From an optimization exercise on the open Yosys and OpenROAD flow, aimed at small area; shortcuts taken in it are not production practice.
Function was checked by simulation only, so behaviour that the tests miss may differ from the original.

==> module top_iq_demod, before the edit <==
module top_iq_demod(
	input logic clk,
	input logic resetn,
	input bit ADC_rdy_i,
	input logic signed [4:0] I_IF,
	input logic signed [4:0] Q_IF,
	output bit demod_iq_valid,
	output logic signed [4:0] I_BB,
	output logic signed [4:0] Q_BB
);
logic [2:0] cnt;
logic [1:0] ph;
logic [2:0] cpt;
logic e, w;
logic first;
wire shift = e & (cpt == 3'd4);
always_ff @(posedge clk, negedge resetn)
	if (~resetn) begin
		cnt <= 0; ph <= 0; cpt <= 0; e <= 0; w <= 0; first <= 1;
	end else begin
		cnt <= (cnt == 3'd4) ? 3'd0 : cnt + 3'd1;
		if (cnt == 3'd4) begin ph <= ph + 2'd1; first <= 0; end
		cpt <= shift ? 3'd0 : cpt + 3'd1;
		e <= ~e & ~w & ADC_rdy_i;
		w <= e | (w & ADC_rdy_i);
	end
wire [4:0] sel = {cnt == 3'd0, cnt == 3'd4, cnt == 3'd3, cnt == 3'd2, cnt == 3'd1};
wire [4:0] xi = ph[0] ? Q_IF : I_IF;
wire [4:0] xq = ph[0] ? I_IF : Q_IF;
wire [4:0] in_i = ph[1] ? xi : -xi;
wire [4:0] in_q = (ph[0] ^ ph[1]) ? xq : -xq;
wire [4:0] z = {sel[0], sel[1], sel[2], sel[3], sel[4]};
wire [4:0] f = {sel[4], sel[0], sel[1], sel[2], sel[3]};
logic [4:0] ra_i [0:4], rb_i [0:4], rc_i [0:4], rd_i [0:4];
logic [4:0] ra_q [0:4], rb_q [0:4], rc_q [0:4], rd_q [0:4];
logic [4:0] pa_i [0:4], pb_i [0:4], pc_i [0:4], pd_i [0:4];
logic [4:0] pa_q [0:4], pb_q [0:4], pc_q [0:4], pd_q [0:4];
always_comb
	for (int j = 0; j < 5; j++) begin
		pa_i[j] = ~ra_i[j]; pb_i[j] = rb_i[j]; pc_i[j] = ~rc_i[j]; pd_i[j] = rd_i[j];
		pa_q[j] = ~ra_q[j]; pb_q[j] = rb_q[j]; pc_q[j] = ~rc_q[j]; pd_q[j] = rd_q[j];
		if (j == 0 && first) begin
			pa_i[j] = 0; pb_i[j] = 0; pc_i[j] = 0; pd_i[j] = 0;
			pa_q[j] = 0; pb_q[j] = 0; pc_q[j] = 0; pd_q[j] = 0;
		end
	end
always_ff @(posedge clk)
	for (int j = 0; j < 5; j++) begin
		if (shift) begin
			ra_i[j] <= ~(z[j] ? in_i : pb_i[j]);
			rb_i[j] <= pa_i[(j+1)%5];
			rc_i[j] <= ~(f[j] ? pb_i[(j+1)%5] : pd_i[(j+2)%5]);
			rd_i[j] <= pc_i[(j+1)%5];
			ra_q[j] <= ~(z[j] ? in_q : pb_q[j]);
			rb_q[j] <= pa_q[(j+1)%5];
			rc_q[j] <= ~(f[j] ? pb_q[(j+1)%5] : pd_q[(j+2)%5]);
			rd_q[j] <= pc_q[(j+1)%5];
		end else begin
			ra_i[j] <= ~(pa_i[(j+1)%5]); rb_i[j] <= pb_i[(j+1)%5];
			rc_i[j] <= ~(pc_i[(j+1)%5]); rd_i[j] <= pd_i[(j+1)%5];
			ra_q[j] <= ~(pa_q[(j+1)%5]); rb_q[j] <= pb_q[(j+1)%5];
			rc_q[j] <= ~(pc_q[(j+1)%5]); rd_q[j] <= pd_q[(j+1)%5];
		end
	end
logic [13:9] acc_i_h, acc_q_h;
logic [8:0] acc_i_l, acc_q_l;
logic [4:0] h_i, h_q;
wire start = (cpt == 3'd0);
wire [13:0] acc_i = {acc_i_h, acc_i_l};
wire [13:0] acc_q = {acc_q_h, acc_q_l};
wire [13:0] nacc_i, nacc_q;
fir_mac mac_i (.sel(sel), .a(pa_i[0]), .b(pb_i[0]), .c(pc_i[0]), .d(pd_i[0]), .start(start), .acc(acc_i), .nacc(nacc_i));
fir_mac mac_q (.sel(sel), .a(pa_q[0]), .b(pb_q[0]), .c(pc_q[0]), .d(pd_q[0]), .start(start), .acc(acc_q), .nacc(nacc_q));
always_ff @(posedge clk, negedge resetn)
	if (~resetn) begin
		acc_i_h <= 0; acc_q_h <= 0; I_BB <= 0; Q_BB <= 0;
	end else begin
		acc_i_h <= nacc_i[13:9];
		acc_q_h <= nacc_q[13:9];
		if (cpt == 3'd2) begin I_BB <= h_i; Q_BB <= h_q; end
	end
always_ff @(posedge clk) begin
	acc_i_l <= nacc_i[8:0];
	acc_q_l <= nacc_q[8:0];
	if (start) begin h_i <= acc_i[13:9]; h_q <= acc_q[13:9]; end
end
assign demod_iq_valid = (cpt == 3'd3);
endmodule
clock: 13.0 ns
lec_check: 0
abc_area: 1
cap_margin: 20
core_margin: 2
core_utilization: 60
cts_buf_list: sky130_fd_sc_hd__clkbuf_8
cts_cluster_diameter: 50
cts_cluster_size: 20
slew_margin: 20
standard.sh (not shown) runs the stock make flow with config.mk's settings and CLKGATE_MAP_FILE= SYNTH_SCRIPT=/design/flow/synth_recipe.tcl, a recipe that flattens the netlist after the stock synthesis.
==> flow/flow/run.sh <==
#!/bin/bash
# Layout flow: the standard ORFS flow (standard.sh) with these changes in how the
# layout is made:
#  - synthesis: Yosys's coarse "synth -run fine:" step runs without its quick ABC pass
#    (-noabc), so that the full adders the RTL spells out are extracted as written, and
#    the final ABC mapping of the combinational logic uses an area-oriented script
#    (abc_area.script in this folder) instead of ORFS's default one. Registers are
#    mapped by the unchanged standard synthesis steps (ABC never touches them);
#  - the port buffers are the smallest buffer, sky130_fd_sc_hd__buf_1;
#  - clock tree synthesis inserts no dummy loads.
# Every tool's full output goes to the ORFS logs (orfs/logs/...) and to flow.log here.
set -euo pipefail
here=$(pwd)
rm -rf "$here/scripts"
cp -r "$FLOW_HOME/scripts" "$here/scripts"
cp "$here/flow/abc_area.script" "$here/scripts/abc_area.script"
sed -i 's/^  synth -top $::env(DESIGN_NAME) -run fine: {\*}$synth_full_args$/  synth -top $::env(DESIGN_NAME) -run fine: -noabc {*}$synth_full_args/' "$here/scripts/synth.tcl"
grep -q -- '-run fine: -noabc' "$here/scripts/synth.tcl"
bash standard.sh "SCRIPTS_DIR=$here/scripts" \
	"BUFFER_PORTS_ARGS=-buffer_cell sky130_fd_sc_hd__buf_1" \
	"CTS_ARGS=-sink_clustering_enable -repair_clock_nets -buf_list sky130_fd_sc_hd__clkbuf_8 -sink_clustering_size 20 -sink_clustering_max_diameter 50 -dont_use_dummy_load" \
	finish > "$here/flow.log" 2>&1
==> flow/flow/abc_area.script <==
strash
dc2
&get -n
&deepsyn -T 60 -S 7
&put
dch
amap -F 3 -A 8
topo
Rerun with:
--- a/flow/design.v
+++ b/flow/design.v
@@ -254,35 +254,35 @@
 logic [4:0] ra_i [0:4], rb_i [0:4], rc_i [0:4], rd_i [0:4];
 logic [4:0] ra_q [0:4], rb_q [0:4], rc_q [0:4], rd_q [0:4];
 logic [4:0] pa_i [0:4], pb_i [0:4], pc_i [0:4], pd_i [0:4];
 logic [4:0] pa_q [0:4], pb_q [0:4], pc_q [0:4], pd_q [0:4];
 always_comb
 	for (int j = 0; j < 5; j++) begin
-		pa_i[j] = ~ra_i[j]; pb_i[j] = rb_i[j]; pc_i[j] = ~rc_i[j]; pd_i[j] = rd_i[j];
-		pa_q[j] = ~ra_q[j]; pb_q[j] = rb_q[j]; pc_q[j] = ~rc_q[j]; pd_q[j] = rd_q[j];
+		pa_i[j] = ra_i[j]; pb_i[j] = rb_i[j]; pc_i[j] = rc_i[j]; pd_i[j] = rd_i[j];
+		pa_q[j] = ra_q[j]; pb_q[j] = rb_q[j]; pc_q[j] = rc_q[j]; pd_q[j] = rd_q[j];
 		if (j == 0 && first) begin
 			pa_i[j] = 0; pb_i[j] = 0; pc_i[j] = 0; pd_i[j] = 0;
 			pa_q[j] = 0; pb_q[j] = 0; pc_q[j] = 0; pd_q[j] = 0;
 		end
 	end
 always_ff @(posedge clk)
 	for (int j = 0; j < 5; j++) begin
 		if (shift) begin
-			ra_i[j] <= ~(z[j] ? in_i : pb_i[j]);
+			ra_i[j] <= z[j] ? in_i : pb_i[j];
 			rb_i[j] <= pa_i[(j+1)%5];
-			rc_i[j] <= ~(f[j] ? pb_i[(j+1)%5] : pd_i[(j+2)%5]);
+			rc_i[j] <= f[j] ? pb_i[(j+1)%5] : pd_i[(j+2)%5];
 			rd_i[j] <= pc_i[(j+1)%5];
-			ra_q[j] <= ~(z[j] ? in_q : pb_q[j]);
+			ra_q[j] <= z[j] ? in_q : pb_q[j];
 			rb_q[j] <= pa_q[(j+1)%5];
-			rc_q[j] <= ~(f[j] ? pb_q[(j+1)%5] : pd_q[(j+2)%5]);
+			rc_q[j] <= f[j] ? pb_q[(j+1)%5] : pd_q[(j+2)%5];
 			rd_q[j] <= pc_q[(j+1)%5];
 		end else begin
-			ra_i[j] <= ~(pa_i[(j+1)%5]); rb_i[j] <= pb_i[(j+1)%5];
-			rc_i[j] <= ~(pc_i[(j+1)%5]); rd_i[j] <= pd_i[(j+1)%5];
-			ra_q[j] <= ~(pa_q[(j+1)%5]); rb_q[j] <= pb_q[(j+1)%5];
-			rc_q[j] <= ~(pc_q[(j+1)%5]); rd_q[j] <= pd_q[(j+1)%5];
+			ra_i[j] <= pa_i[(j+1)%5]; rb_i[j] <= pb_i[(j+1)%5];
+			rc_i[j] <= pc_i[(j+1)%5]; rd_i[j] <= pd_i[(j+1)%5];
+			ra_q[j] <= pa_q[(j+1)%5]; rb_q[j] <= pb_q[(j+1)%5];
+			rc_q[j] <= pc_q[(j+1)%5]; rd_q[j] <= pd_q[(j+1)%5];
 		end
 	end
 logic [13:9] acc_i_h, acc_q_h;
 logic [8:0] acc_i_l, acc_q_l;
 logic [4:0] h_i, h_q;
 wire start = (cpt == 3'd0);
The new run finished clean.
Synthesized cell count rises by about 2%.
Wire length rises by about 2%.
Sequential cell count is unchanged.
Via count barely changes.
Area after synthesis rises by about 0.9%.
Setup slack degrades by 450 ps.
Hold slack degrades by 25 ps.
Final area rises by 0.69%.
Count of clock-buffer cells in the layout stays the same.
Sequential share of layout area falls by 0.28 points.

==> afterwards: timing with drivers on the ports <==
How much do the figures lean on ideal ports? The routed layouts below were timed once more, with nothing changed but the port constraints.
Step 1 sets driving cells, clkbuf_16 on the clock port and buf_2 on the other inputs (assumed; they add their load-dependent delay and slew).
Step 2 also shifts input and output timing later by t, the mid clock arrival at the registers, as if the neighbouring blocks saw the same clock.
a / b / c = ideal ports / drivers / drivers and shift; a / b = the first two.
run | t (ns) | setup WS [ns] | worst hold slack (ns) | worst slew at a driven data input, ns
the first run | 0.597 | 1.821 / 1.821 / 1.821 | 0.430 / 0.430 / 0.430 | 0.03
the second run | 0.590 | 1.366 / 1.366 / 1.366 | 0.405 / 0.405 / 0.405 | 0.03
After both steps every run listed still meets setup and hold.
